What follows belongs to an exercise in optimizing a design on an open flow for small area; a production flow would make more cautious choices. The RTL was checked by simulation tests, not by an equivalence proof against the original design.

==> flow/design.v (outline; a module is shown in full before it is edited, if it fits) <==
// module mult_32x32: 1612 lines
// module Integrator: 19 lines
// module Integrator_fast: 164 lines
// module net_state_ctrl: 15 lines
// module pdnn_update: 110 lines
module pdnn_update (clk, reset, en, h, g1, g2, g3, g4, x1, x2, u, v);
  // ...
==> flow/run.sh <==
#!/bin/bash
# synth_recipe.tcl (not shown) runs the flow's synth.tcl, then flattens the netlist and writes it again
# the make line also repeats each setting of config.mk as NAME=value (left out here)
make -C /OpenROAD-flow-scripts/flow DESIGN_CONFIG=/design/flow/config.mk WORK_HOME=/design/flow/orfs CLKGATE_MAP_FILE= SYNTH_SCRIPT=/design/flow/synth_recipe.tcl finish
==> flow/config.mk <==
export PLATFORM = sky130hd
export DESIGN_NAME = pdnn_update
export DESIGN_NICKNAME = pdnn_update
export VERILOG_FILES = /design/flow/design.v
export SDC_FILE = /design/flow/constraint.sdc
export NUM_CORES = 4
export LEC_CHECK = 0
export ABC_AREA = 1
export CAP_MARGIN = 20
export CORE_MARGIN = 2
export CORE_UTILIZATION = 60
export SLEW_MARGIN = 20
==> flow/constraint.sdc <==
create_clock -name core_clock -period 20.0 [get_ports {clk}]
set_input_delay 4.0000 -clock core_clock [delete_from_list [all_inputs] [get_ports {clk}]]
set_output_delay 4.0000 -clock core_clock [all_outputs]
set_load 0.01 [all_outputs]
==> impl_metrics.py, run 1 <==
metrics = {
    "timing": {
        "holdWs_ps": 429.9,
        "hold_viol_final": 0,
        "fmax_mhz": 51.00,
        "final.period_utilization_pct": 98.03,
        "report.final.setup_viol": 0,
    },
    "grt": {
        "gr-usage-met3_pct": 10.90,
        "grt_overflow": 0,
        "grt_first_pass_wirelength_microns": 253900,
        "grt_pass1_vias": 41520,
    },
    "logic_synthesis": {
        "synthXorXnorAreaFrac_pct": 10.67,
        "synthTopCellsByArea": "edfxtp_1, fa_1, nand2_1",
        "yosysMostFrequentCell": "nand2_1",
        "synth.yosys.seq_area_share_pct": 26.48,
        "avgSynthCellArea_sq_um": 7.963,
    },
    "setup_path": {
        "crit_family": "adder cells",
        "r2r_end": "a1[22]$_SDFFE_PN0P_",
        "required_ps": 16000,
        "cp.depth": 45,
        "worstRegToRegCells": 46,
        "endpoint": "u[22]",
        "cp-end-kind": "output pin",
    },
    "layout": {
        "multiInputGateArea_sq_um": 28890,
        "layout_common_cells": "nand2_1, inv_1, xor2_1",
        "clkCellAreaFrac_pct": 3.290,
        "sh_seq_area_pct": 23.14,
        "fin_area_sq_um": 52440,
        "nonClockInverterCount": 928,
        "num-fill-cells": 6433,
        "nets": 6733,
        "layout.nonclk_buf_share_pct": 9.454,
    },
    "clock_tree": {
        "htree_levels": 2,
        "cts.clk_slew.worst_paths_ps": 60,
        "hold_buffers": 0,
        "cts_setup_buffers": 3,
    },
    "detailed_routing": {
        "firstDrtPassIters": 8,
        "wl_met2_microns": 75080,
        "top_layer": "met5",
    },
    "outcome": {
        "status": "finished clean",
    },
}
==> inputs of run 2 (changes only) <==
--- a/flow/config.mk
+++ b/flow/config.mk
@@ -8,5 +8,7 @@
 export ABC_AREA = 1
-export CAP_MARGIN = 20
+export CAP_MARGIN = 0
 export CORE_MARGIN = 2
-export CORE_UTILIZATION = 60
-export SLEW_MARGIN = 20
+export CORE_UTILIZATION = 55
+export CTS_BUF_LIST = sky130_fd_sc_hd__clkbuf_8
+export CTS_CLUSTER_SIZE = 20
+export SLEW_MARGIN = 0
==> run 2 against run 1 <==
Against the previous run:
- critical path type unchanged
- hold slack gained 10 ps
- critical endpoint is now u[9]
- core utilization decreased by 5.7 points
- via count fell by 1.6%
- synthesized cell count is the same
- clock skew shrank 10 ps
- cell area fell by 0.40%
==> impl_metrics.py, run 2 <==
metrics = {
    "layout": {
        "layout_commonest_cell": "nand2_1",
        "drive_above_1_share_pct": 7.974,
        "layout_common_cells": "nand2_1, inv_1, xor2_1",
        "nets": 6736,
        "syn2layout_area_growth_pct": 13.98,
    },
    "logic_synthesis": {
        "avgSynthCellArea_sq_um": 7.963,
        "ys_warn_count": 2,
        "synth_area_sq_um": 45820,
        "syn_nets": 6487,
        "synthTopCellsByCount": "nand2_1, inv_1, xor2_1, o22ai_1, fa_1",
        "synth_area_leader_cell": "edfxtp_1",
        "async_flop_share_pct": 0,
        "synth_top_area_share_pct": 18.87,
        "synth.yosys.seq_area_share_pct": 26.48,
        "synth-edff-count": 288,
        "synth_cell_types": 63,
        "syn_inst": 5754,
        "ys_ff_latch": 462,
        "yosysMostFrequentCell": "nand2_1",
        "synthTopCellsByArea": "edfxtp_1, fa_1, nand2_1",
        "synth_flop_cell": "edfxtp_1",
    },
    "timing": {
        "report.final.setup_viol": 0,
        "skew_ps": 40.11,
        "final.period_utilization_pct": 97.54,
        "rsz0062_at_grt": "no",
        "slew_headroom_pct": 23.21,
        "min_period_ps": 19510,
        "fmax_mhz": 51.26,
        "fin_tns_setup_ps": 0,
        "hold_viol_final": 0,
        "tightest_slew_ps": 1148,
        "holdWs_ps": 439.9,
        "setup_ws_ps": 492.1,
        "maxSlewViolCount": 0,
    },
    "clock_tree": {
        "htree_levels": 3,
        "clock_sinks": 462,
        "cts_tree": "done",
        "cts.clk_slew.worst_paths_ps": 60,
        "cts_buffers": 82,
        "root_buffer": "clkbuf_8",
        "insertion_delay_ps": 710,
        "hold_buffers": 0,
        "clockBufferDepth": 3,
    },
    "die": {
        "dieArea_sq_um": 85640,
        "die_height_microns": 292.6,
        "rows": 105,
        "die_w_microns": 292.6,
        "initial_utilization_pct": 55.71,
        "coreArea_sq_um": 82240,
        "ios": 291,
    },
    "setup_path": {
        "critPathSlowestCell": "clkdlybuf4s50_1",
        "cp-end-kind": "output pin",
        "crit_family": "adder cells",
        "critPathArrivalTime_ps": 15510,
        "r2r_slack_ps": 5580,
        "startpoint_type": "flop",
        "cp_num_buf_inv": 5,
        "required_ps": 16000,
        "cp_max_fo": 11,
        "path_class": "flop to output pin",
        "crit_path_max_incr_delay_ps": 530,
    },
    "grt": {
        "grtUsageTotal_pct": 40.52,
        "grt_max_degree": 126,
        "grt_first_pass_wirelength_microns": 258600,
        "antenna_found_initial": 5,
        "grt_overflow": 0,
        "grt_pass1_vias": 40960,
    },
    "hold_path": {
        "hp-class": "flop to flop",
    },
    "placed_design": {
        "place_ws_ps": 49.14,
        "dp_hpwl_microns": 129800,
        "numPortBuffers": 290,
        "place.gp.congestion": 1.060,
    },
    "detailed_routing": {
        "firstDrtPassIters": 6,
        "via_count": 42090,
        "drt_iter0_markers": 4905,
        "wl_per_cell_microns": 24.39,
        "drc": 0,
        "viasPerCell": 5.892,
        "ant_nets": 0,
        "finalWirelength_microns": 174300,
    },
    "outcome": {
        "status": "finished clean",
    },
    "job": {
        "max_cap_viol_count": 0,
    },
}
[run 2: path summary, 6_finish.rpt]
kind                              end  cells after the start              from
hold reg to reg      c1[16]$_DFFE_PP_                      0  t1[16]$_DFFE_PP_
setup reg to reg  a1[23]$_SDFFE_PN0P_                     45   pend$_SDFF_PN0_
hold / removal       c1[16]$_DFFE_PP_                      0  t1[16]$_DFFE_PP_
setup / recovery                 u[9]                     46   pend$_SDFF_PN0_
[run 2: routing by layer]
metal | global-route usage [%] | part of all wire, % | vias up
met1 | 49.52 | 37 | 19940
met2 | 63.90 | 44 | 2525
met5 | 0 | 0.025 | -
met4 | 27.02 | 8.1 | 6
met3 | 9.788 | 11 | 661
li1 | - | - | 18960
[run 2: repair_timing]
item | CTS | global route
buffers inserted | 6 | 0
pin swaps | 3 | 1
resized for setup | 12 | 14
gates cloned | 1 | 0
endpoints found under the setup margin | 31 | 62
[run 2: final cells by class]
class                      count  area, sq um
antenna                        4        10.01
inverter                     926         3495
sequential                   462        12140
timing repair buffer         532         4786
clock inverter                56        267.8
tap                         1070         1339
timing repair inverter         1        7.507
multi-input combinational   3998        28880
clock buffer                  95         1308
fill                        7405        30020
[run 2: cell families after synthesis]
| group | share of synthesized area (%) |
|---|---|
| buffers and inverters | 10.81 |
| AO/OA/AOI/OAI | 13.56 |
| flip-flops | 26.48 |
| AND/OR/NAND/NOR | 16.03 |
| XOR/XNOR | 10.67 |
| multiplexers | 0.02185 |
| adder cells (fa/ha/maj) | 22.43 |
[run 2: worst register-to-register path: cells and delay by family, from the launching register on]
| kind | cells | cell delay (ps) |
|---|---|---|
| AO/OA/AOI/OAI | 2 | 260 |
| XOR/XNOR | 2 | 210 |
| adder cells (fa/ha/maj) | 31 | 12080 |
| buffers and inverters | 5 | 560 |
| flip-flops | 1 | 410 |
| AND/OR/NAND/NOR | 5 | 810 |
[run 2: metrics by stage]
stage	util, %	cell area [sq um]	cells
final	63.50	52230	7144
after global placement	61.41	50510	6982
after CTS	63.44	52170	7140
after floorplan	-	45820	5754
after global routing	63.49	52220	7141
after detailed placement	61.41	50510	6982
==> inputs of run 3 (changes only) <==
==> flow/flow/run.sh (new file) <==
#!/bin/bash
# The standard layout (the standard.sh, with its standard synthesis),
# with two changes: each port gets a sky130_fd_sc_hd__buf_1 as its buffer
# instead of the default clkdlybuf4s50_1, and after global routing the
# resizer downsizes gates off the critical paths (RECOVER_POWER).
set -euo pipefail
export BUFFER_PORTS_ARGS="-buffer_cell sky130_fd_sc_hd__buf_1"
export RECOVER_POWER=100
bash standard.sh finish > standard_flow.log 2>&1
==> flow/standard.sh (new file) <==
#!/bin/bash
# synth_recipe.tcl (not shown) runs the flow's synth.tcl, then flattens the netlist and writes it again
# the make line also repeats each setting of config.mk as NAME=value (left out here)
make -C /OpenROAD-flow-scripts/flow DESIGN_CONFIG=/design/flow/config.mk WORK_HOME=/design/flow/orfs CLKGATE_MAP_FILE= SYNTH_SCRIPT=/design/flow/synth_recipe.tcl "${@:-finish}"
removed: flow/run.sh
==> run 3 against run 2 <==
Against the previous run:
- now fails the layout checks on max-capacitance violations, max-slew violations
- sequential share of layout area rose by 0.81 points
- via count rose by 0.62%
- synthesized cell count did not move
- global-route usage rose by 0.65 points
- fmax barely moved
- synthesized area did not move
- final cell count rose by 0.13%
==> impl_metrics.py, run 3 <==
metrics = {
    "die": {
        "dieArea_sq_um": 85640,
        "coreArea_sq_um": 82240,
        "initial_utilization_pct": 55.71,
        "die_height_microns": 292.6,
        "ios": 291,
        "die_w_microns": 292.6,
        "rows": 105,
    },
    "logic_synthesis": {
        "ys_warn_count": 2,
        "async_flop_share_pct": 0,
        "syn_nets": 6487,
        "yosysMostFrequentCell": "nand2_1",
        "ys_ff_latch": 462,
        "synth_area_sq_um": 45820,
        "synthTopCellsByCount": "nand2_1, inv_1, xor2_1, o22ai_1, fa_1",
        "syn_inst": 5754,
        "synth_top_area_share_pct": 18.87,
        "synth_area_leader_cell": "edfxtp_1",
        "avgSynthCellArea_sq_um": 7.963,
        "synth_flop_cell": "edfxtp_1",
        "synth_cell_types": 63,
        "synthTopCellsByArea": "edfxtp_1, fa_1, nand2_1",
        "synth.yosys.seq_area_share_pct": 26.48,
        "synth-edff-count": 288,
    },
    "placed_design": {
        "dp_cells": 6979,
        "dp_hpwl_microns": 130100,
        "dpl-instance-area_sq_um": 48660,
        "place_ws_ps": 189.0,
        "numPortBuffers": 290,
        "place.gp.congestion": 1.066,
    },
    "grt": {
        "antenna_found_initial": 6,
        "grtUsageTotal_pct": 41.17,
        "grt_max_degree": 131,
        "grt_first_pass_wirelength_microns": 262200,
        "grt_overflow": 0,
        "grt_pass1_vias": 41420,
    },
    "layout": {
        "seq_area_sq_um": 12140,
        "fin_area_sq_um": 50460,
        "finalNonFillerCells": 7153,
        "drive_above_1_share_pct": 7.730,
        "syn2layout_area_growth_pct": 10.13,
        "multiInputGateArea_sq_um": 28840,
        "layout_commonest_cell": "nand2_1",
        "layout_common_cells": "nand2_1, inv_1, xor2_1",
        "final_util_pct": 61.36,
        "num-fill-cells": 7712,
        "nets": 6739,
    },
    "setup_path": {
        "crit_top_cell": "fa_1",
        "startpoint_type": "flop",
        "r2r_slack_ps": 5060,
        "crit_family": "adder cells",
        "critPathSlowestCell": "fa_1",
        "cp-end-kind": "output pin",
        "path_class": "flop to output pin",
        "crit_path_max_incr_delay_ps": 430,
        "required_ps": 16000,
        "critPathArrivalTime_ps": 15500,
        "cp_max_fo": 20,
        "cp_num_buf_inv": 5,
    },
    "clock_tree": {
        "cts.clk_slew.worst_paths_ps": 70,
        "insertion_delay_ps": 730,
        "clock_sinks": 462,
        "clockBufferDepth": 3,
        "cts_buffers": 86,
        "cts_tree": "done",
        "hold_buffers": 0,
        "htree_levels": 3,
        "root_buffer": "clkbuf_8",
    },
    "timing": {
        "hold_viol_final": 0,
        "fin_tns_setup_ps": 0,
        "maxSlewViolCount": 705,
        "slew_headroom_pct": -214.3,
        "fmax_mhz": 51.28,
        "setup_ws_ps": 500.4,
        "min_period_ps": 19500,
        "report.final.setup_viol": 0,
        "rsz0062_at_grt": "no",
        "tightest_slew_ps": 4689,
        "skew_ps": 59.23,
        "final.period_utilization_pct": 97.50,
        "holdWs_ps": 423.4,
    },
    "job": {
        "max_cap_viol_count": 14,
    },
    "detailed_routing": {
        "via_count": 42350,
        "ant_nets": 0,
        "viasPerCell": 5.921,
        "wl_per_cell_microns": 24.65,
        "drc": 0,
        "firstDrtPassIters": 8,
        "finalWirelength_microns": 176300,
        "drt_iter0_markers": 4653,
    },
    "hold_path": {
        "hp-class": "flop to flop",
    },
    "outcome": {
        "check-failures": "max-capacitance violations, max-slew violations",
        "status": "failed layout checks",
    },
}
[run 3: cell counts after synthesis]
No cell type changed its count.
[run 3: final cells by class]
cell class	count	share of cell area [%]
timing repair inverter	1	0.009918
inverter	926	6.910
clock buffer	101	2.755
tap	1070	2.653
clock inverter	61	0.7835
timing repair buffer	531	5.673
antenna	3	0.01488
sequential	462	24.05
multi-input combinational	3998	57.15
[run 3: final timing paths]
kind                          from           endpoint  cells past startpoint
setup reg to reg   pend$_SDFF_PN0_  a3[29]$_SDFF_PN0_                     43
hold / removal    t1[11]$_DFFE_PP_   c1[11]$_DFFE_PP_                      0
setup / recovery   pend$_SDFF_PN0_              u[29]                     44
hold reg to reg   t1[11]$_DFFE_PP_   c1[11]$_DFFE_PP_                      0
[run 3: worst reg2reg max path, delay by kind of cell (launching register included)]
kind	cells	cell delay [ps]
adders and majority gates	31	12300
and+or+nand+nor	6	940
buffers and inverters	3	570
DFF	1	390
AOI/OAI and AO/OA	2	380
xor gates and xnor gates	1	70
[run 3: logic make-up after synthesis]
family / synth area share (%)
simple gates: 16.03
flops: 26.48
fa+ha+maj: 22.43
compound gates: 13.56
mux: 0.02185
buf+inv: 10.81
xor+xnor: 10.67
[run 3: what timing repair did]
item / in CTS / in global routing
setup buffers: 6 / 2
setup endpoints to repair: 26 / 31
pin swaps: 4 / 4
cloned: 1 / 0
gates resized for setup: 14 / 9
[run 3: metal layers]
layer,global-route usage (%),vias up,share of wire (%)
met5,0,-,0.028
met4,27.47,8,8.2
met3,10.37,642,11
met2,64.02,2601,44
met1,50.77,20110,37
li1,-,18990,-
==> module net_state_ctrl, before the edit <==
module net_state_ctrl (clk, en, reset, cnt);
input clk, en, reset;
output reg [6:0] cnt;
always @(posedge clk)
begin
  if (!reset)
    cnt <= 7'd0;
  else if (en)
    cnt <= 7'd0;
  else if (cnt == 7'd21)
    cnt <= 7'd1;
  else
    cnt <= cnt + 7'd1;
end
endmodule
==> module pdnn_update, before the edit <==
module pdnn_update (clk, reset, en, h, g1, g2, g3, g4, x1, x2, u, v);
input clk;
input reset;
input en;
input  [31:0] h;
input  [31:0] g1, g2, g3, g4;
output [31:0] x1, x2, u, v;
localparam IDLE = 4'd0, A1 = 4'd1, A2 = 4'd2, A3 = 4'd3,
           B1 = 4'd4, B2 = 4'd5, B3 = 4'd6, B4 = 4'd7, B5 = 4'd8, B6 = 4'd9;
wire [6:0] cnt;
net_state_ctrl ctr1 (.clk(clk), .en(en), .reset(reset), .cnt(cnt));
wire e20 = (cnt == 7'd20);
wire e21 = (cnt == 7'd21);
wire e01 = (cnt == 7'd1);
reg [3:0]  ph;
reg [31:0] t1, t2, t3, t4, c1, c2, c3, c4, ht, hc;
reg [31:0] a1, a2, a3, a4;
reg        pend, zt, zc;
reg [31:0] ma, mb;
always @(*)
begin
  ma = t1;
  mb = ht;
  case (ph)
    A1: ma = t2;
    A2: ma = t3;
    A3: ma = t4;
    B1: begin ma = c3; mb = hc; end
    B2: begin ma = c4; mb = hc; end
    B3: ma = t1;
    B4: ma = t2;
    B5: ma = t3;
    B6: ma = t4;
    default: begin ma = g1; mb = h; end
  endcase
end
wire [31:0] mp;
mult_32x32 m81 (.a(ma), .b(mb), .c(mp));
wire [31:0] c4s = (ph == B2) ? mp : c4;
wire [31:0] sx, sy;
wire [31:0] cx = zc ? 32'd0 : pend ? c3 : c1;
wire [31:0] cy = zc ? 32'd0 : pend ? c4s : c2;
Integrator      Integrator_1 (.c(cx), .acc(pend ? a3 : a1), .y(sx));
Integrator_fast Integrator_2 (.c(cy), .acc(pend ? a4 : a2), .y(sy));
assign x1 = a1;
assign x2 = a2;
assign u  = pend ? sx : a3;
assign v  = pend ? sy : a4;
always @(posedge clk)
begin
  if (!reset) begin
    ph <= IDLE;
    zt <= 1'b1; zc <= 1'b1;
    a1 <= 32'd0; a2 <= 32'd0; a3 <= 32'd0; a4 <= 32'd0;
    pend <= 1'b0;
  end else begin
    pend <= e01;
    if (e01) begin
      a1 <= sx; a2 <= sy;
    end
    if (pend) begin
      a3 <= sx; a4 <= sy;
    end
    if (e20) begin
      zc <= zt; zt <= 1'b0;
    end else if (e21) begin
      zc <= 1'b0;
    end
    if (e20)
      ph <= A1;
    else if (e21)
      ph <= B1;
    else case (ph)
      A1: ph <= A2;
      A2: ph <= A3;
      B1: ph <= B2;
      B2: ph <= B3;
      B3: ph <= B4;
      B4: ph <= B5;
      B5: ph <= B6;
      default: ph <= IDLE;
    endcase
  end
end
always @(posedge clk)
begin
  begin
    if (e20) begin
      c1 <= t1; c2 <= t2; c3 <= t3; c4 <= t4;
      t1 <= mp; t2 <= g2; t3 <= g3; t4 <= g4; ht <= h;
    end else if (e21) begin
      c1 <= t1; c2 <= mp; c3 <= t3; c4 <= t4; hc <= ht;
      t1 <= g1; t2 <= g2; t3 <= g3; t4 <= g4; ht <= h;
    end else begin
      case (ph)
        A1: begin t2 <= mp; end
        A2: begin t3 <= mp; end
        A3: begin t4 <= mp; end
        B1: begin c3 <= mp; end
        B2: begin c4 <= mp; end
        B3: begin t1 <= mp; end
        B4: begin t2 <= mp; end
        B5: begin t3 <= mp; end
        B6: begin t4 <= mp; end
        default: ;
      endcase
    end
  end
end
endmodule
==> inputs of run 4 (changes only) <==
--- a/flow/design.v
+++ b/flow/design.v
@@ -1797,3 +1797,3 @@
 input clk, en, reset;
-output reg [6:0] cnt;
+output reg [4:0] cnt;
 always @(posedge clk)
@@ -1801,9 +1801,9 @@
   if (!reset)
-    cnt <= 7'd0;
+    cnt <= 5'd0;
   else if (en)
-    cnt <= 7'd0;
-  else if (cnt == 7'd21)
-    cnt <= 7'd1;
+    cnt <= 5'd0;
+  else if (cnt == 5'd21)
+    cnt <= 5'd1;
   else
-    cnt <= cnt + 7'd1;
+    cnt <= cnt + 5'd1;
 end
@@ -1817,10 +1817,9 @@
 output [31:0] x1, x2, u, v;
-localparam IDLE = 4'd0, A1 = 4'd1, A2 = 4'd2, A3 = 4'd3,
-           B1 = 4'd4, B2 = 4'd5, B3 = 4'd6, B4 = 4'd7, B5 = 4'd8, B6 = 4'd9;
-wire [6:0] cnt;
+localparam A1 = 0, A2 = 1, A3 = 2, B1 = 3, B2 = 4, B3 = 5, B4 = 6, B5 = 7, B6 = 8;
+wire [4:0] cnt;
 net_state_ctrl ctr1 (.clk(clk), .en(en), .reset(reset), .cnt(cnt));
-wire e20 = (cnt == 7'd20);
-wire e21 = (cnt == 7'd21);
-wire e01 = (cnt == 7'd1);
-reg [3:0]  ph;
+wire e20 = (cnt == 5'd20);
+wire e21 = (cnt == 5'd21);
+wire e01 = (cnt == 5'd1);
+reg [8:0]  ph;
 reg [31:0] t1, t2, t3, t4, c1, c2, c3, c4, ht, hc;
@@ -1831,16 +1830,7 @@
 begin
-  ma = t1;
-  mb = ht;
-  case (ph)
-    A1: ma = t2;
-    A2: ma = t3;
-    A3: ma = t4;
-    B1: begin ma = c3; mb = hc; end
-    B2: begin ma = c4; mb = hc; end
-    B3: ma = t1;
-    B4: ma = t2;
-    B5: ma = t3;
-    B6: ma = t4;
-    default: begin ma = g1; mb = h; end
-  endcase
+  ma = ({32{ph[A1] | ph[B4]}} & t2) | ({32{ph[A2] | ph[B5]}} & t3) |
+       ({32{ph[A3] | ph[B6]}} & t4) | ({32{ph[B3]}} & t1) |
+       ({32{ph[B1]}} & c3) | ({32{ph[B2]}} & c4) | ({32{~|ph}} & g1);
+  mb = ({32{|ph[A3:A1] | |ph[B6:B3]}} & ht) | ({32{ph[B1] | ph[B2]}} & hc) |
+       ({32{~|ph}} & h);
 end
@@ -1848,3 +1838,3 @@
 mult_32x32 m81 (.a(ma), .b(mb), .c(mp));
-wire [31:0] c4s = (ph == B2) ? mp : c4;
+wire [31:0] c4s = ph[B2] ? mp : c4;
 wire [31:0] sx, sy;
@@ -1861,3 +1851,3 @@
   if (!reset) begin
-    ph <= IDLE;
+    ph <= 9'd0;
     zt <= 1'b1; zc <= 1'b1;
@@ -1878,16 +1868,3 @@
     end
-    if (e20)
-      ph <= A1;
-    else if (e21)
-      ph <= B1;
-    else case (ph)
-      A1: ph <= A2;
-      A2: ph <= A3;
-      B1: ph <= B2;
-      B2: ph <= B3;
-      B3: ph <= B4;
-      B4: ph <= B5;
-      B5: ph <= B6;
-      default: ph <= IDLE;
-    endcase
+    ph <= {ph[B5:B1], e21, ph[A2], ph[A1] & ~e21, e20};
   end
@@ -1904,14 +1881,8 @@
     end else begin
-      case (ph)
-        A1: begin t2 <= mp; end
-        A2: begin t3 <= mp; end
-        A3: begin t4 <= mp; end
-        B1: begin c3 <= mp; end
-        B2: begin c4 <= mp; end
-        B3: begin t1 <= mp; end
-        B4: begin t2 <= mp; end
-        B5: begin t3 <= mp; end
-        B6: begin t4 <= mp; end
-        default: ;
-      endcase
+      if (ph[A1] | ph[B4]) t2 <= mp;
+      if (ph[A2] | ph[B5]) t3 <= mp;
+      if (ph[A3] | ph[B6]) t4 <= mp;
+      if (ph[B1]) c3 <= mp;
+      if (ph[B2]) c4 <= mp;
+      if (ph[B3]) t1 <= mp;
     end
==> flow/run.sh (new file) <==
#!/bin/bash
# synth_recipe.tcl (not shown) runs the flow's synth.tcl, then flattens the netlist and writes it again
# the make line also repeats each setting of config.mk as NAME=value (left out here)
make -C /OpenROAD-flow-scripts/flow DESIGN_CONFIG=/design/flow/config.mk WORK_HOME=/design/flow/orfs CLKGATE_MAP_FILE= SYNTH_SCRIPT=/design/flow/synth_recipe.tcl finish
removed: flow/flow/run.sh
removed: flow/standard.sh
==> run 4 against run 3 <==
Against the previous run:
- now clean on timing, DRC and antenna
- register-to-register slack better by 490 ps
- core utilization increased by 2.3 points
- critical endpoint is now u[23]
- highest routed layer unchanged
==> impl_metrics.py, run 4 <==
metrics = {
    "outcome": {
        "status": "finished clean",
    },
    "clock_tree": {
        "insertion_delay_ps": 730,
        "cts.clk_slew.worst_paths_ps": 60,
        "root_buffer": "clkbuf_8",
        "hold_buffers": 0,
        "cts_buffers": 84,
        "cts_tree": "done",
        "clock_sinks": 465,
        "clockBufferDepth": 3,
        "htree_levels": 3,
    },
    "setup_path": {
        "cp-end-kind": "output pin",
        "r2r_end": "a1[13]$_SDFFE_PN0P_",
        "worstRegToRegCells": 45,
        "crit_path_max_incr_delay_ps": 540,
        "critPathArrivalTime_ps": 15530,
        "crit_top_cell": "fa_2",
        "endpoint": "u[23]",
        "r2r_slack_ps": 5550,
        "crit_start": "pend$_SDFF_PN0_",
        "timing.rr.start": "pend$_SDFF_PN0_",
        "startpoint_type": "flop",
        "critPathSlowestCell": "clkdlybuf4s50_1",
        "path_class": "flop to output pin",
        "required_ps": 16000,
        "cp_max_fo": 11,
    },
    "timing": {
        "tightest_slew_ps": 1229,
        "slew_headroom_pct": 18.07,
        "final.period_utilization_pct": 97.65,
        "report.final.setup_viol": 0,
        "fin_tns_setup_ps": 0,
        "min_period_ps": 19530,
        "fmax_mhz": 51.20,
        "setup_ws_ps": 469.6,
        "skew_ps": 70.78,
        "maxSlewViolCount": 0,
        "hold_viol_final": 0,
        "holdWs_ps": 399.0,
        "rsz0062_at_grt": "no",
    },
    "layout": {
        "layout_commonest_cell": "nand2_1",
        "drive_above_1_share_pct": 8.225,
        "final_util_pct": 63.63,
        "syn2layout_area_growth_pct": 14.87,
        "finalNonFillerCells": 6981,
        "layout_common_cells": "nand2_1, inv_1, xor2_1",
        "nets": 6572,
        "fin_area_sq_um": 51990,
    },
    "die": {
        "die_height_microns": 290.9,
        "initial_utilization_pct": 55.39,
        "dieArea_sq_um": 84600,
        "ios": 291,
        "rows": 105,
        "coreArea_sq_um": 81720,
        "die_w_microns": 290.9,
    },
    "grt": {
        "grt_first_pass_wirelength_microns": 246000,
        "grt_max_degree": 124,
        "grt_busiest_layer": "met2",
        "met1_usage_pct": 48.64,
        "grtUsageTotal_pct": 38.31,
        "grt_overflow": 0,
        "antenna_found_initial": 5,
        "grt_pass1_vias": 40460,
        "grtUsageMet2_pct": 61.30,
        "gr-usage-met3_pct": 7.788,
    },
    "detailed_routing": {
        "drc": 0,
        "via_count": 40990,
        "ant_nets": 0,
        "firstDrtPassIters": 6,
        "viasPerCell": 5.871,
        "drt_iter0_markers": 3982,
        "wl_per_cell_microns": 23.36,
        "finalWirelength_microns": 163000,
    },
    "placed_design": {
        "place_ws_ps": 107.5,
        "numPortBuffers": 290,
        "place.gp.congestion": 1.001,
        "dpl-instance-area_sq_um": 50240,
        "dp_hpwl_microns": 118100,
        "dp_cells": 6817,
    },
    "logic_synthesis": {
        "synth-edff-count": 288,
        "synth_cell_types": 61,
        "syn_inst": 5583,
        "ys_ff_latch": 465,
        "ys_warn_count": 2,
        "synth_flop_cell": "edfxtp_1",
        "async_flop_share_pct": 0,
        "synth_area_sq_um": 45260,
        "synth_area_leader_cell": "edfxtp_1",
        "syn_nets": 6316,
        "avgSynthCellArea_sq_um": 8.107,
        "yosysMostFrequentCell": "nand2_1",
        "synth.yosys.seq_area_share_pct": 26.94,
        "synth_top_area_share_pct": 19.11,
        "synthTopCellsByCount": "nand2_1, inv_1, xor2_1, o22ai_1, fa_1",
        "synthTopCellsByArea": "edfxtp_1, fa_1, xor2_1",
    },
    "hold_path": {
        "hp-class": "flop to flop",
    },
    "job": {
        "max_cap_viol_count": 0,
    },
}
## run 4: cell types whose count changed after synthesis, sizes merged, moves of 27 or more
cell	previous run	this run
a21oi	174	142
inv	918	832
nand3	195	159
o211ai	5	32
o21ai	379	326
xor2	484	517
## run 4: how the worst min path moves through the flow
stage | start | end | slack, ps | depth (start not counted)
floorplan | ph[1]$_SDFF_PN0_ | ph[2]$_SDFF_PN0_ | 420 | 2
global route | t1[21]$_DFFE_PP_ | c1[21]$_DFFE_PP_ | 400 | 0
finish | t1[21]$_DFFE_PP_ | c1[21]$_DFFE_PP_ | 400 | 0
global placement | ht[25]$_DFFE_PP_ | hc[25]$_DFFE_PP_ | 430 | 0
CTS | t1[21]$_DFFE_PP_ | c1[21]$_DFFE_PP_ | 380 | 0
detailed placement | ph[1]$_SDFF_PN0_ | ph[2]$_SDFF_PN0_ | 430 | 2
## run 4: cell families (layout without fill, tap and decap cells)
group,Yosys count,in the layout,share of synthesized area [%]
simple gates,1723,1723,15.23
buf+inv,1211,1537,10.23
compound gates,1025,1025,13.42
xor+xnor,577,577,11.22
fa+ha+maj,570,570,22.71
flops,465,465,26.94
mux,12,12,0.2654
other cells,0,2,0
## run 4: cell type report
class / instances / area [sq um]
clock inverters: 62 / 344.1
repair inverters: 1 / 7.507
multi-input cells: 3907 / 28760
inverters: 840 / 3169
repair buffers: 540 / 4880
well taps: 1070 / 1339
flip-flops and latches: 465 / 12200
clock buffers: 94 / 1294
diodes: 2 / 5.005
fillers: 7361 / 29720
## run 4: worst max-delay path, delay by kind of cell (launching register included)
family	cells	cell delay, ps
AOI/OAI and AO/OA	1	90
DFF	1	380
and+or+nand+nor	7	1070
buffers and inverters	4	940
xor gates and xnor gates	2	300
adders and majority gates	31	12030
## run 4: timing repair
action | CTS | global route
buffers inserted | 4 | 1
cloned | 1 | 0
pin swaps | 2 | 3
setup endpoints to repair | 31 | 35
gates resized for setup | 12 | 12
hold endpoints to repair | 0 | 0
## run 4: metal layers
layer	wire [microns]	part of all wire (%)	up-vias
met2	73820	45	2361
met1	62670	38	19580
met3	16210	9.9	547
li1	-	-	18490
met5	53	0.033	-
met4	10280	6.3	8
==> inputs of run 5 (changes only) <==
==> flow/flow/run.sh (new file) <==
#!/bin/bash
# The standard layout (the standard.sh, with its standard synthesis),
# with one change: each port gets a sky130_fd_sc_hd__buf_1 as its buffer
# instead of the default clkdlybuf4s50_1.
set -euo pipefail
export BUFFER_PORTS_ARGS="-buffer_cell sky130_fd_sc_hd__buf_1"
bash standard.sh finish > standard_flow.log 2>&1
==> flow/standard.sh (new file) <==
#!/bin/bash
# synth_recipe.tcl (not shown) runs the flow's synth.tcl, then flattens the netlist and writes it again
# the make line also repeats each setting of config.mk as NAME=value (left out here)
make -C /OpenROAD-flow-scripts/flow DESIGN_CONFIG=/design/flow/config.mk WORK_HOME=/design/flow/orfs CLKGATE_MAP_FILE= SYNTH_SCRIPT=/design/flow/synth_recipe.tcl "${@:-finish}"
removed: flow/run.sh
==> run 5 against run 4 <==
Against the previous run:
- cell area is 4.4% lower
- final cell count decreased by 0.85%
- via count is 1.0% lower
- sequential share of layout area increased by 1.1 points
- setup slack better by 12 ps
- die area unchanged
- clock skew increased by 5.6 ps
- highest routed layer unchanged
==> impl_metrics.py, run 5 <==
metrics = {
    "die": {
        "rows": 105,
        "die_w_microns": 290.9,
        "coreArea_sq_um": 81720,
        "initial_utilization_pct": 55.39,
        "ios": 291,
        "dieArea_sq_um": 84600,
        "die_height_microns": 290.9,
    },
    "timing": {
        "holdWs_ps": 409.4,
        "skew_ps": 76.42,
        "rsz0062_at_grt": "no",
        "setup_ws_ps": 481.2,
        "slew_headroom_pct": 19.60,
        "final.period_utilization_pct": 97.59,
        "maxSlewViolCount": 0,
        "hold_viol_final": 0,
        "fin_tns_setup_ps": 0,
        "tightest_slew_ps": 1202,
        "report.final.setup_viol": 0,
        "fmax_mhz": 51.23,
        "min_period_ps": 19520,
    },
    "layout": {
        "nets": 6512,
        "layout_commonest_cell": "nand2_1",
        "final_util_pct": 60.82,
        "drive_above_1_share_pct": 7.234,
        "syn2layout_area_growth_pct": 9.800,
        "layout_common_cells": "nand2_1, inv_1, xor2_1",
        "num-fill-cells": 7658,
    },
    "job": {
        "max_cap_viol_count": 0,
    },
    "grt": {
        "antenna_found_initial": 8,
        "grt_max_degree": 121,
        "grt_overflow": 0,
        "grtUsageTotal_pct": 38.45,
        "met1_usage_pct": 49.22,
        "grt_pass1_vias": 39600,
        "grt_busiest_layer": "met2",
        "grtUsageMet2_pct": 61.38,
        "gr-usage-met3_pct": 8.093,
        "grt_first_pass_wirelength_microns": 245300,
    },
    "logic_synthesis": {
        "synth_top_area_share_pct": 19.11,
        "synth-edff-count": 288,
        "synth_area_sq_um": 45260,
        "async_flop_share_pct": 0,
        "avgSynthCellArea_sq_um": 8.107,
        "syn_nets": 6316,
        "ys_ff_latch": 465,
        "synthTopCellsByCount": "nand2_1, inv_1, xor2_1, o22ai_1, fa_1",
        "synth_area_leader_cell": "edfxtp_1",
        "synth.yosys.seq_area_share_pct": 26.94,
        "synth_cell_types": 61,
        "synth_flop_cell": "edfxtp_1",
        "syn_inst": 5583,
        "synthTopCellsByArea": "edfxtp_1, fa_1, xor2_1",
        "yosysMostFrequentCell": "nand2_1",
        "ys_warn_count": 2,
    },
    "clock_tree": {
        "htree_levels": 3,
        "cts_tree": "done",
        "cts.clk_slew.worst_paths_ps": 70,
        "clock_sinks": 465,
        "root_buffer": "clkbuf_8",
        "clockBufferDepth": 3,
        "cts_buffers": 84,
        "insertion_delay_ps": 710,
    },
    "detailed_routing": {
        "drc": 0,
        "viasPerCell": 5.859,
        "firstDrtPassIters": 9,
        "wl_per_cell_microns": 23.66,
        "ant_nets": 0,
        "via_count": 40560,
        "finalWirelength_microns": 163800,
        "drt_iter0_markers": 4350,
    },
    "setup_path": {
        "path_class": "flop to output pin",
        "crit_top_cell": "fa_1",
        "required_ps": 16000,
        "cp_max_fo": 11,
        "startpoint_type": "flop",
        "critPathSlowestCell": "fa_1",
        "cp-end-kind": "output pin",
        "crit_path_max_incr_delay_ps": 430,
        "critPathArrivalTime_ps": 15520,
    },
    "hold_path": {
        "hp-class": "flop to flop",
    },
    "placed_design": {
        "place_ws_ps": 232.8,
        "numPortBuffers": 290,
        "place.gp.congestion": 0.9691,
        "dp_hpwl_microns": 118000,
    },
    "outcome": {
        "status": "finished clean",
    },
}
[run 5: logic make-up after synthesis]
| group | Yosys count | synth area share, % |
|---|---|---|
| XOR/XNOR | 577 | 11.22 |
| adder cells (fa/ha/maj) | 570 | 22.71 |
| flip-flops | 465 | 26.94 |
| multiplexers | 12 | 0.2654 |
| AO/OA/AOI/OAI | 1025 | 13.42 |
| AND/OR/NAND/NOR | 1723 | 15.23 |
| buffers and inverters | 1211 | 10.23 |
[run 5: critical path, delay by kind of cell (launching register included)]
family | cells | cell delay (ps)
xor gates and xnor gates | 2 | 330
DFF | 1 | 420
AOI/OAI and AO/OA | 1 | 90
and+or+nand+nor | 7 | 1090
buffers and inverters | 4 | 540
adders and majority gates | 31 | 12310
[run 5: repair_timing]
action                                  in CTS  in global routing
pin swaps                                    3                  4
gates resized for setup                     10                 10
hold buffers                                 0                  0
buffers inserted                             5                  3
endpoints found under the setup margin      26                 31
cloned                                       1                  0
[run 5: layout make-up]
cell class                 instances  area (sq um)  share of cell area (%)
timing repair buffer             480          2560                   5.151
clock inverter                    59         344.1                  0.6924
clock buffer                      95          1308                   2.631
antenna                            5         12.51                 0.02518
multi-input combinational       3907         28760                   57.87
inverter                         840          3169                   6.377
timing repair inverter             1         7.507                 0.01511
sequential                       465         12200                   24.54
tap                             1070          1339                   2.694
[run 5: path summary, 6_finish.rpt]
check                                      start                   to  slack, ps  cells after the start
worst min-delay path            t1[12]$_DFFE_PP_     c1[12]$_DFFE_PP_        410                      0
worst min register to register  t1[12]$_DFFE_PP_     c1[12]$_DFFE_PP_        410                      0
worst max-delay path             pend$_SDFF_PN0_                u[23]        480                     45
worst max register to register   pend$_SDFF_PN0_  a1[23]$_SDFFE_PN0P_       5080                     46
[run 5: metal layers]
metal	wire length, microns	up-vias
met2	74040	2341
met3	17090	553
met1	62710	19280
met5	68	-
li1	-	18370
met4	9838	10
[run 5: metrics by stage]
step | std cells | cell area (sq um)
after global placement | 6754 | 47900
after global routing | 6919 | 49690
after CTS | 6914 | 49630
final | 6922 | 49700
after floorplan | 5583 | 45260
after detailed placement | 6754 | 47900
==> inputs of run 6 (changes only) <==
--- a/flow/config.mk
+++ b/flow/config.mk
@@ -11,4 +11,5 @@
 export CORE_UTILIZATION = 55
-export CTS_BUF_LIST = sky130_fd_sc_hd__clkbuf_8
-export CTS_CLUSTER_SIZE = 20
+export CTS_BUF_LIST = sky130_fd_sc_hd__clkbuf_16
+export CTS_CLUSTER_DIAMETER = 80
+export CTS_CLUSTER_SIZE = 30
 export SLEW_MARGIN = 0
==> run 6 against run 5 <==
Against the previous run:
- clock skew down 2.2 ps
- setup slack lost 18 ps
- critical endpoint unchanged
==> impl_metrics.py, run 6 <==
metrics = {
    "outcome": {
        "status": "finished clean",
    },
    "detailed_routing": {
        "finalWirelength_microns": 162700,
        "firstDrtPassIters": 8,
        "viasPerCell": 5.867,
        "drc": 0,
        "wl_per_cell_microns": 23.86,
        "via_count": 40020,
        "ant_nets": 0,
        "drt_iter0_markers": 4236,
    },
    "layout": {
        "final_util_pct": 60.20,
        "syn2layout_area_growth_pct": 8.691,
        "layout_common_cells": "nand2_1, inv_1, xor2_1",
        "nets": 6458,
        "drive_above_1_share_pct": 6.385,
        "layout_commonest_cell": "nand2_1",
    },
    "logic_synthesis": {
        "avgSynthCellArea_sq_um": 8.107,
        "async_flop_share_pct": 0,
        "ys_ff_latch": 465,
        "synth_flop_cell": "edfxtp_1",
        "syn_nets": 6316,
        "synth_area_sq_um": 45260,
        "synthTopCellsByArea": "edfxtp_1, fa_1, xor2_1",
        "synth.yosys.seq_area_share_pct": 26.94,
        "synth-edff-count": 288,
        "synthTopCellsByCount": "nand2_1, inv_1, xor2_1, o22ai_1, fa_1",
        "synth_cell_types": 61,
        "synth_top_area_share_pct": 19.11,
        "yosysMostFrequentCell": "nand2_1",
        "ys_warn_count": 2,
        "syn_inst": 5583,
        "synth_area_leader_cell": "edfxtp_1",
    },
    "timing": {
        "final.period_utilization_pct": 97.68,
        "fin_tns_setup_ps": 0,
        "report.final.setup_viol": 0,
        "rsz0062_at_grt": "no",
        "min_period_ps": 19540,
        "maxSlewViolCount": 0,
        "tightest_slew_ps": 1236,
        "skew_ps": 74.25,
        "slew_headroom_pct": 16.73,
        "hold_viol_final": 0,
        "fmax_mhz": 51.19,
    },
    "hold_path": {
        "holdPathEnd": "c1[13]$_DFFE_PP_",
        "worstHoldPathCells": 0,
        "worstHoldStart": "t1[13]$_DFFE_PP_",
        "hp-class": "flop to flop",
    },
    "setup_path": {
        "critPathSlowestCell": "fa_1",
        "r2r_slack_ps": 5030,
        "worstRegToRegCells": 44,
        "cp-end-kind": "output pin",
        "r2r_end": "a1[23]$_SDFFE_PN0P_",
        "path_class": "flop to output pin",
        "startpoint_type": "flop",
        "cp_max_fo": 120,
        "crit_top_cell": "fa_1",
        "timing.rr.start": "pend$_SDFF_PN0_",
        "crit_start": "pend$_SDFF_PN0_",
        "critPathArrivalTime_ps": 15540,
        "crit_path_max_incr_delay_ps": 430,
        "required_ps": 16000,
    },
    "grt": {
        "grt_pass1_vias": 39190,
        "gr-usage-met3_pct": 7.261,
        "antenna_found_initial": 5,
        "grtUsageMet2_pct": 61.42,
        "grt_busiest_layer": "met2",
        "grtUsageTotal_pct": 38.15,
        "met1_usage_pct": 49.33,
        "grt_overflow": 0,
        "grt_max_degree": 121,
        "grt_first_pass_wirelength_microns": 244100,
    },
    "clock_tree": {
        "insertion_delay_ps": 670,
        "clock_sinks": 465,
        "cts_buffers": 29,
        "htree_levels": 1,
        "hold_buffers": 0,
        "clockBufferDepth": 3,
        "root_buffer": "clkbuf_16",
        "cts_tree": "done",
        "cts.clk_slew.worst_paths_ps": 120,
    },
    "die": {
        "dieArea_sq_um": 84600,
        "rows": 105,
        "die_height_microns": 290.9,
        "coreArea_sq_um": 81720,
        "ios": 291,
        "initial_utilization_pct": 55.39,
        "die_w_microns": 290.9,
    },
    "placed_design": {
        "numPortBuffers": 290,
        "place.gp.congestion": 0.9691,
        "dp_hpwl_microns": 118000,
    },
    "job": {
        "max_cap_viol_count": 0,
    },
}
[run 6: final cells by class]
| class | instances | area (sq um) |
|---|---|---|
| repair inverters | 1 | 7.507 |
| well taps | 1070 | 1339 |
| fillers | 7673 | 32520 |
| inverters | 840 | 3169 |
| clock inverters | 25 | 424.2 |
| flip-flops and latches | 465 | 12200 |
| diodes | 3 | 7.507 |
| repair buffers | 481 | 2567 |
| clock buffers | 29 | 725.7 |
| multi-input cells | 3907 | 28760 |
[run 6: cells by family after synthesis]
kind of cell / synth area share (%)
simple gates: 15.23
buf+inv: 10.23
compound gates: 13.42
xor+xnor: 11.22
fa+ha+maj: 22.71
flops: 26.94
mux: 0.2654
[run 6: per-stage QoR]
| step | cells | instance area (sq um) | hold slack (ps) | setup WS (ps) |
|---|---|---|---|---|
| 2_1_floorplan | 5583 | 45260 | 418.4 | 506.5 |
| 3_3_place_gp | 6754 | 47900 | 427.5 | 366.5 |
| 3_5_place_dp | 6754 | 47900 | 428.2 | 232.8 |
| 4_1_cts | 6814 | 49130 | 418.2 | 3.185 |
| 5_1_grt | 6819 | 49190 | 406.4 | 27.55 |
| 6_report | 6821 | 49190 | 414.7 | 463.4 |
[run 6: critical path: cells and delay by family (launching register included)]
kind / cells / cell delay [ps]
compound gates: 2 / 280
simple gates: 3 / 400
fa+ha+maj: 31 / 12380
xor+xnor: 2 / 400
buf+inv: 5 / 910
flops: 1 / 390
[run 6: routing by layer]
layer / vias up / wire, microns
met5: - / 55
met4: 8 / 9720
met3: 515 / 16770
met2: 2248 / 73530
met1: 19030 / 62650
li1: 18210 / -
[run 6: worst max path at each step]
stage / to / slack [ps] / depth (start not counted)
after floorplan: u[11] / 510 / 47
after global placement: u[23] / 370 / 44
after detailed placement: u[23] / 230 / 44
after CTS: u[23] / 3 / 45
after global routing: u[22] / 30 / 45
final: u[23] / 460 / 43
[run 6: repair_timing]
item                       in CTS  in global routing
cloned                          1                  0
resized for setup               9                 10
pin swaps                       3                  4
buffers inserted                5                  4
setup endpoints to repair      26                 31
==> inputs of run 7 (changes only) <==
--- a/flow/config.mk
+++ b/flow/config.mk
@@ -10,3 +10,3 @@
 export CORE_MARGIN = 2
-export CORE_UTILIZATION = 55
+export CORE_UTILIZATION = 60
 export CTS_BUF_LIST = sky130_fd_sc_hd__clkbuf_16
==> run 7 against run 6 <==
Against the previous run:
- still clean on timing, DRC and antenna
- non-clock buffer count decreased by 5
- final cell count decreased by 1.6%
- flip-flop and latch count unchanged
- synthesized cell count unchanged
- wire length decreased by 3.5%
- setup slack improved by 120 ps
- cell area decreased by 0.55%
- clock skew decreased by 11 ps
- clock-buffer cell count unchanged
- register-to-register slack improved by 230 ps
==> impl_metrics.py, run 7 <==
metrics = {
    "die": {
        "die_height_microns": 278.7,
        "rows": 100,
        "die_w_microns": 278.7,
        "initial_utilization_pct": 60.69,
        "ios": 291,
        "coreArea_sq_um": 74570,
        "dieArea_sq_um": 77650,
    },
    "clock_tree": {
        "insertion_delay_ps": 660,
        "cts_buffers": 28,
        "root_buffer": "clkbuf_16",
        "clockBufferDepth": 3,
        "hold_buffers": 0,
        "cts.clk_slew.worst_paths_ps": 120,
        "cts_tree": "done",
        "htree_levels": 1,
        "clock_sinks": 465,
    },
    "detailed_routing": {
        "drt_iter0_markers": 4553,
        "drc": 0,
        "finalWirelength_microns": 157000,
        "via_count": 40330,
        "viasPerCell": 6.007,
        "wl_per_cell_microns": 23.39,
        "firstDrtPassIters": 7,
        "ant_nets": 0,
    },
    "layout": {
        "fin_area_sq_um": 48920,
        "multiInputGateArea_sq_um": 28740,
        "num-fill-cells": 6610,
        "nets": 6452,
        "syn2layout_area_growth_pct": 8.089,
        "seq_area_sq_um": 12200,
        "layout_commonest_cell": "nand2_1",
        "drive_above_1_share_pct": 6.253,
        "layout_common_cells": "nand2_1, inv_1, xor2_1",
    },
    "timing": {
        "hold_viol_final": 0,
        "maxSlewViolCount": 0,
        "min_period_ps": 19420,
        "fin_tns_setup_ps": 0,
        "rsz0062_at_grt": "no",
        "report.final.setup_viol": 0,
        "slew_headroom_pct": 24.53,
        "fmax_mhz": 51.50,
        "final.period_utilization_pct": 97.09,
        "tightest_slew_ps": 1128,
        "setup_ws_ps": 582.3,
        "skew_ps": 63.59,
    },
    "placed_design": {
        "dp_hpwl_microns": 113900,
        "place_ws_ps": 335.5,
        "dpl-instance-area_sq_um": 47770,
        "numPortBuffers": 290,
        "place.gp.congestion": 1.005,
    },
    "logic_synthesis": {
        "synth_mux_area_share_pct": 0.2654,
        "synth_compound_area_share_pct": 13.42,
        "synth_cell_types": 61,
        "yosysMostFrequentCell": "nand2_1",
        "ys_warn_count": 2,
        "syn_inst": 5583,
        "synth_area_sq_um": 45260,
        "syn_nets": 6316,
        "synth_fa_ha_area_share_pct": 22.71,
        "synth_area_leader_cell": "edfxtp_1",
        "synthTopCellsByCount": "nand2_1, inv_1, xor2_1, o22ai_1, fa_1",
        "synth_top_family_by_area": "adder cells",
        "ys_ff_latch": 465,
        "synth.yosys.seq_area_share_pct": 26.94,
        "synth-simple-area-share_pct": 15.23,
        "synth_top_area_share_pct": 19.11,
        "synthTopCellsByArea": "edfxtp_1, fa_1, xor2_1",
        "async_flop_share_pct": 0,
        "synth-edff-count": 288,
        "synthXorXnorAreaFrac_pct": 11.22,
        "synth_flop_cell": "edfxtp_1",
        "avgSynthCellArea_sq_um": 8.107,
    },
    "setup_path": {
        "crit_top_cell": "fa_1",
        "critPathSlowestCell": "fa_1",
        "required_ps": 16000,
        "critPathArrivalTime_ps": 15420,
        "startpoint_type": "flop",
        "crit_family": "adder cells",
        "cp-end-kind": "output pin",
        "cp_max_fo": 11,
        "path_class": "flop to output pin",
        "crit_path_max_incr_delay_ps": 430,
        "cp_num_buf_inv": 4,
    },
    "outcome": {
        "status": "finished clean",
    },
    "grt": {
        "grt_pass1_vias": 38910,
        "grt_max_degree": 110,
        "grt_overflow": 0,
        "grt_first_pass_wirelength_microns": 236200,
        "grtUsageTotal_pct": 40.07,
        "antenna_found_initial": 5,
    },
    "hold_path": {
        "hp-class": "flop to flop",
    },
    "job": {
        "max_cap_viol_count": 0,
    },
}
==> run 7: routing by layer <==
metal	track usage (%)	part of all wire, %
met5	0	0.024
met4	22.19	7.0
met3	8.727	11
met2	62.98	44
met1	51.73	37
==> run 7: cell families after synthesis <==
kind of cell               count (synthesis)
muxes                                     12
buffers and inverters                   1211
AOI/OAI and AO/OA                       1025
adders and majority gates                570
and+or+nand+nor                         1723
DFF                                      465
xor gates and xnor gates                 577
==> run 7: repair_timing <==
item,in CTS,in global routing
setup buffers,4,0
gates cloned,1,0
resized for setup,8,11
pin swaps,2,2
endpoints found under the setup margin,26,31
==> run 7: worst paths after layout <==
path / startpoint / end / slack (ps) / cells past startpoint
max: pend$_SDFF_PN0_ / u[23] / 580 / 45
min: ph[1]$_SDFF_PN0_ / ph[2]$_SDFF_PN0_ / 430 / 2
max reg2reg: pend$_SDFF_PN0_ / a3[11]$_SDFF_PN0_ / 5260 / 44
min reg2reg: ph[1]$_SDFF_PN0_ / ph[2]$_SDFF_PN0_ / 430 / 2
==> run 7: area by class of cell <==
| class | count | area share [%] |
|---|---|---|
| diodes | 4 | 0.02046 |
| clock inverters | 23 | 0.6726 |
| well taps | 969 | 2.478 |
| inverters | 840 | 6.478 |
| flip-flops and latches | 465 | 24.93 |
| repair buffers | 476 | 5.174 |
| multi-input cells | 3907 | 58.75 |
| repair inverters | 1 | 0.01535 |
| clock buffers | 29 | 1.483 |
==> run 7: per-stage QoR <==
stage                     cells  hold slack, ps  utilization [%]
final                      6714           428.8            65.60
after global placement     6653           423.1            64.06
after detailed placement   6653           428.8            64.06
after global routing       6711           447.7            65.59
after floorplan            5583           418.4                -
after CTS                  6710           431.8            65.55
==> run 7: worst register-to-register path, delay by kind of cell, from the launching register on <==
family | cells | cell delay [ps]
compound gates | 2 | 260
xor+xnor | 2 | 310
fa+ha+maj | 31 | 12390
buf+inv | 3 | 390
flops | 1 | 410
simple gates | 6 | 930
==> inputs of run 8 (changes only) <==
--- a/flow/config.mk
+++ b/flow/config.mk
@@ -14,2 +14,3 @@
 export CTS_CLUSTER_SIZE = 30
+export PLACE_DENSITY = 0.75
 export SLEW_MARGIN = 0
==> run 8 against run 7 <==
Against the previous run:
- clock skew shrank 0.93 ps
- core utilization shrank 0.45 points
- critical path depth is the same
- non-clock buffer count shrank 35
- still clean on timing, DRC and antenna
- clock-buffer cell count shrank 2
- highest routed layer unchanged
- sequential share of layout area grew 0.17 points
==> impl_metrics.py, run 8 <==
metrics = {
    "timing": {
        "setup_ws_ps": 476.7,
        "final.period_utilization_pct": 97.62,
        "min_period_ps": 19520,
        "tightest_slew_ps": 1418,
        "slew_headroom_pct": 5.178,
        "fin_tns_setup_ps": 0,
        "skew_ps": 62.65,
        "maxSlewViolCount": 0,
        "report.final.setup_viol": 0,
        "hold_viol_final": 0,
        "rsz0062_at_grt": "no",
        "fmax_mhz": 51.22,
    },
    "die": {
        "coreArea_sq_um": 74570,
        "rows": 100,
        "ios": 291,
        "dieArea_sq_um": 77650,
        "die_w_microns": 278.7,
        "initial_utilization_pct": 60.69,
        "die_height_microns": 278.7,
    },
    "layout": {
        "drive_above_1_share_pct": 5.542,
        "num-fill-cells": 6300,
        "syn2layout_area_growth_pct": 7.342,
        "fin_area_sq_um": 48580,
        "layout_commonest_cell": "nand2_1",
        "nets": 6415,
        "layout_common_cells": "nand2_1, inv_1, xor2_1",
        "final_util_pct": 65.15,
        "finalNonFillerCells": 6677,
    },
    "outcome": {
        "status": "finished clean",
    },
    "clock_tree": {
        "clockBufferDepth": 3,
        "cts_tree": "done",
        "cts_buffers": 26,
        "root_buffer": "clkbuf_16",
        "cts.clk_slew.worst_paths_ps": 110,
        "clock_sinks": 465,
        "htree_levels": 1,
        "insertion_delay_ps": 650,
    },
    "detailed_routing": {
        "ant_nets": 0,
        "drc": 0,
        "via_count": 41000,
        "viasPerCell": 6.140,
        "firstDrtPassIters": 9,
        "wl_per_cell_microns": 22.85,
        "drt_iter0_markers": 5500,
        "finalWirelength_microns": 152600,
    },
    "logic_synthesis": {
        "avgSynthCellArea_sq_um": 8.107,
        "ys_ff_latch": 465,
        "synth.yosys.seq_area_share_pct": 26.94,
        "syn_inst": 5583,
        "synthTopCellsByCount": "nand2_1, inv_1, xor2_1, o22ai_1, fa_1",
        "async_flop_share_pct": 0,
        "synth_area_sq_um": 45260,
        "yosysMostFrequentCell": "nand2_1",
        "synthTopCellsByArea": "edfxtp_1, fa_1, xor2_1",
        "syn_nets": 6316,
        "synth-edff-count": 288,
        "synth_cell_types": 61,
        "synth_top_area_share_pct": 19.11,
        "synth_area_leader_cell": "edfxtp_1",
        "synth_flop_cell": "edfxtp_1",
        "ys_warn_count": 2,
    },
    "grt": {
        "antenna_found_initial": 7,
        "gr-usage-met3_pct": 9.447,
        "grtUsageMet2_pct": 61.54,
        "grt_overflow": 0,
        "grtUsageTotal_pct": 38.83,
        "grt_busiest_layer": "met2",
        "met1_usage_pct": 48.63,
        "grt_pass1_vias": 39950,
        "grt_first_pass_wirelength_microns": 232300,
        "grt_max_degree": 89,
    },
    "setup_path": {
        "critPathArrivalTime_ps": 15520,
        "cp_max_fo": 13,
        "cp-end-kind": "output pin",
        "critPathSlowestCell": "fa_1",
        "required_ps": 16000,
        "startpoint_type": "flop",
        "crit_path_max_incr_delay_ps": 430,
        "crit_top_cell": "fa_1",
        "path_class": "flop to output pin",
    },
    "hold_path": {
        "hp-class": "flop to flop",
    },
    "placed_design": {
        "dp_hpwl_microns": 110100,
        "numPortBuffers": 290,
        "place_ws_ps": 230.4,
        "dp_cells": 6615,
        "dpl-instance-area_sq_um": 47450,
        "place.gp.congestion": 1.006,
    },
    "job": {
        "max_cap_viol_count": 0,
    },
}
-- run 8: cell counts after synthesis --
Identical to the previous run, type by type.
-- run 8: timing repair --
action	in CTS	in global routing
hold buffers	0	0
resized for setup	8	10
buffers inserted	6	1
setup endpoints to repair	26	31
gates cloned	1	0
pin swaps	3	3
-- run 8: logic make-up after synthesis --
family	after synthesis	synth area share, %
AND/OR/NAND/NOR	1723	15.23
buffers and inverters	1211	10.23
AO/OA/AOI/OAI	1025	13.42
XOR/XNOR	577	11.22
adder cells (fa/ha/maj)	570	22.71
flip-flops	465	26.94
multiplexers	12	0.2654
-- run 8: layout make-up --
type	count	area (sq um)	area share, %
timing repair buffer	441	2235	4.600
tap	969	1212	2.495
timing repair inverter	1	7.507	0.01545
inverter	840	3169	6.523
multi-input combinational	3907	28740	59.16
clock buffer	27	675.6	1.391
clock inverter	21	330.3	0.6799
antenna	6	15.01	0.03090
sequential	465	12200	25.10
-- run 8: worst max-delay path, delay by kind of cell, from the launching register on --
kind,cells,cell delay (ps)
xor+xnor,2,340
simple gates,6,940
compound gates,2,200
buf+inv,4,610
flops,1,380
fa+ha+maj,31,12350
-- run 8: metal layers --
layer / up-vias / share of wire [%]
met3: 750 / 13
met4: 6 / 7.2
li1: 18140 / -
met2: 2943 / 44
met1: 19160 / 36
met5: - / 0.10
-- run 8: per-stage QoR --
step                hold slack (ps)
floorplan                     418.4
global placement              425.1
detailed placement            431.8
CTS                           435.4
global route                  443.1
finish                        436.2
-- run 8: path summary, 6_finish.rpt --
path	startpoint	endpoint	slack (ps)	cells past startpoint
max	pend$_SDFF_PN0_	u[21]	480	45
min	ht[22]$_DFFE_PP_	hc[22]$_DFFE_PP_	440	0
max reg2reg	pend$_SDFF_PN0_	a1[21]$_SDFFE_PN0P_	5090	45
min reg2reg	ht[22]$_DFFE_PP_	hc[22]$_DFFE_PP_	440	0
==> inputs of run 9 (changes only) <==
--- a/flow/config.mk
+++ b/flow/config.mk
@@ -10,3 +10,3 @@
 export CORE_MARGIN = 2
-export CORE_UTILIZATION = 60
+export CORE_UTILIZATION = 65
 export CTS_BUF_LIST = sky130_fd_sc_hd__clkbuf_16
@@ -14,3 +14,2 @@
 export CTS_CLUSTER_SIZE = 30
-export PLACE_DENSITY = 0.75
 export SLEW_MARGIN = 0
==> run 9 against run 8 <==
Against the previous run:
- still clean on timing, DRC and antenna
- flip-flop and latch count did not move
- synthesized area did not move
- wire length rose by 2.7%
- synthesized cell count did not move
- non-clock buffer count rose by 32
- fmax fell by 0.14%
- register-to-register slack improved by 20 ps
- critical path depth rose by 1
- global-route usage rose by 4.8 points
- cell area rose by 0.20%
- clock-buffer cell count fell by 2
- highest routed layer unchanged
==> impl_metrics.py, run 9 <==
metrics = {
    "placed_design": {
        "dpl-instance-area_sq_um": 47660,
        "dp_hpwl_microns": 111700,
        "dp_cells": 6607,
        "place.gp.congestion": 1.050,
    },
    "setup_path": {
        "crit_path_max_incr_delay_ps": 440,
        "r2r_end": "a3[25]$_SDFF_PN0_",
        "worstRegToRegCells": 45,
        "r2r_slack_ps": 5110,
        "cp-end-kind": "output pin",
        "critPathSlowestCell": "fa_1",
        "timing.rr.start": "pend$_SDFF_PN0_",
        "crit_top_cell": "fa_1",
        "cp_max_fo": 7,
    },
    "timing": {
        "setup_ws_ps": 449.2,
        "fmax_mhz": 51.15,
        "report.final.setup_viol": 0,
        "skew_ps": 52.95,
        "rsz0062_at_grt": "no",
        "hold_viol_final": 0,
        "final.period_utilization_pct": 97.75,
        "maxSlewViolCount": 0,
        "fin_tns_setup_ps": 0,
        "slew_headroom_pct": 11.03,
    },
    "logic_synthesis": {
        "syn_inst": 5583,
        "synth.yosys.seq_area_share_pct": 26.94,
        "synth-edff-count": 288,
        "ys_ff_latch": 465,
        "synth_cell_types": 61,
        "async_flop_share_pct": 0,
        "synth_top_area_share_pct": 19.11,
        "synthTopCellsByCount": "nand2_1, inv_1, xor2_1, o22ai_1, fa_1",
        "synthTopCellsByArea": "edfxtp_1, fa_1, xor2_1",
        "synth_area_sq_um": 45260,
        "synth_flop_cell": "edfxtp_1",
        "synth_area_leader_cell": "edfxtp_1",
    },
    "hold_path": {
        "worstHoldPathCells": 2,
        "holdPathEnd": "ph[8]$_SDFF_PN0_",
        "hp-class": "flop to flop",
        "worstHoldStart": "ph[7]$_SDFF_PN0_",
    },
    "grt": {
        "grt_pass1_vias": 40210,
        "grt_first_pass_wirelength_microns": 236400,
        "grtUsageTotal_pct": 43.65,
        "grt_overflow": 0,
        "grt_max_degree": 144,
    },
    "detailed_routing": {
        "wirelength_met1_microns": 55770,
        "drt_iter0_markers": 5103,
        "drc": 0,
        "top_layer": "met5",
        "viasPerCell": 6.172,
        "ant_nets": 0,
        "wl_met2_microns": 68720,
    },
    "clock_tree": {
        "htree_levels": 1,
        "cts_tree": "done",
        "clockBufferDepth": 3,
        "clock_sinks": 465,
    },
    "job": {
        "max_cap_viol_count": 0,
    },
    "layout": {
        "finalNonFillerCells": 6666,
        "final_util_pct": 70.73,
        "fin_area_sq_um": 48680,
        "drive_above_1_share_pct": 6.071,
        "layout_common_cells": "nand2_1, inv_1, xor2_1",
        "num-fill-cells": 5850,
        "nets": 6446,
    },
    "outcome": {
        "status": "finished clean",
    },
    "die": {
        "die_w_microns": 267.9,
        "ios": 291,
        "coreArea_sq_um": 68830,
        "die_height_microns": 267.9,
    },
}
[run 9: cell counts after synthesis]
Identical to the previous run, type by type.
[run 9: worst max path at each step]
stage	start	to	slack, ps	depth (start not counted)
final	pend$_SDFF_PN0_	u[26]	450	46
after global placement	pend$_SDFF_PN0_	u[17]	490	44
after floorplan	pend$_SDFF_PN0_	u[11]	510	47
after detailed placement	pend$_SDFF_PN0_	u[27]	400	44
after CTS	pend$_SDFF_PN0_	u[23]	30	45
after global routing	pend$_SDFF_PN0_	u[25]	4	46
[run 9: kinds of logic (layout without fill, tap and decap cells)]
family                     Yosys count  after routing  share of synthesized area (%)
adders and majority gates          570            570                          22.71
DFF                                465            465                          26.94
muxes                               12             12                         0.2654
other                                0              3                              0
xor gates and xnor gates           577            577                          11.22
AOI/OAI and AO/OA                 1025           1025                          13.42
and+or+nand+nor                   1723           1723                          15.23
buffers and inverters             1211           1360                          10.23
[run 9: area by class of cell]
type	instances	area, sq um	share of cell area, %
Inverter	840	3169	6.510
Antenna cell	3	7.507	0.01542
Tap cell	931	1165	2.393
Multi-Input combinational cell	3907	28740	59.03
Sequential cell	465	12200	25.05
Clock buffer	25	625.6	1.285
Clock inverter	21	270.3	0.5552
Timing Repair Buffer	473	2501	5.138
Timing Repair inverter	1	7.507	0.01542
[run 9: critical path: cells and delay by family (launching register included)]
kind	cells	cell delay, ps
buffers and inverters	5	700
AND/OR/NAND/NOR	7	940
AO/OA/AOI/OAI	1	120
XOR/XNOR	2	270
adder cells (fa/ha/maj)	31	12460
flip-flops	1	380
[run 9: metal layers]
metal  global-route usage (%)  vias to the layer above
li1                         -                    18200
met1                    53.48                    19440
met2                    68.55                     2761
met3                    11.99                      743
met4                    27.54                        8
met5                        0                        -
[run 9: what timing repair did]
action                                  4_1_cts  5_1_grt
pin swaps                                     2        1
resized for setup                             7        9
cloned                                        1        0
buffers inserted                              4        5
endpoints found under the setup margin       21       31

[re-timing with driven ports]
In the flow no input, the clock included, has a driving cell. The finished layouts below were timed again as built, in two steps. Step 1 (the two cells are an assumption about what drives the block):
set clk [get_ports {clk}]
set_driving_cell -lib_cell sky130_fd_sc_hd__clkbuf_16 $clk
set_driving_cell -lib_cell sky130_fd_sc_hd__buf_2 [delete_from_list [all_inputs] $clk]
Step 2 also shifts input and output timing later by t, the mid clock arrival at the registers, as if the neighbouring blocks saw the same clock. a / b / c = ideal ports / drivers / drivers and shift; a / b = the first two.
| run | t, ns | setup WS [ns] | worst setup path at the end |
|---|---|---|---|
| run 1 | 0.697 | 0.394 / 0.321 / 0.427 | input to output |
| run 2 | 0.761 | 0.492 / 0.421 / 0.650 | input to output |
| run 3 | 0.772 | 0.500 / 0.428 / 0.616 | input to output |
| run 4 | 0.765 | 0.470 / 0.398 / 0.628 | input to output |
| run 5 | 0.742 | 0.481 / 0.411 / 1.093 | input to output |
| run 6 | 0.705 | 0.463 / 0.394 / 1.028 | input to output |
| run 7 | 0.703 | 0.582 / 0.512 / 0.976 | input to output |
| run 8 | 0.688 | 0.477 / 0.410 / 1.097 | register to output |
| run 9 | 0.677 | 0.449 / 0.383 / 0.806 | input to output |
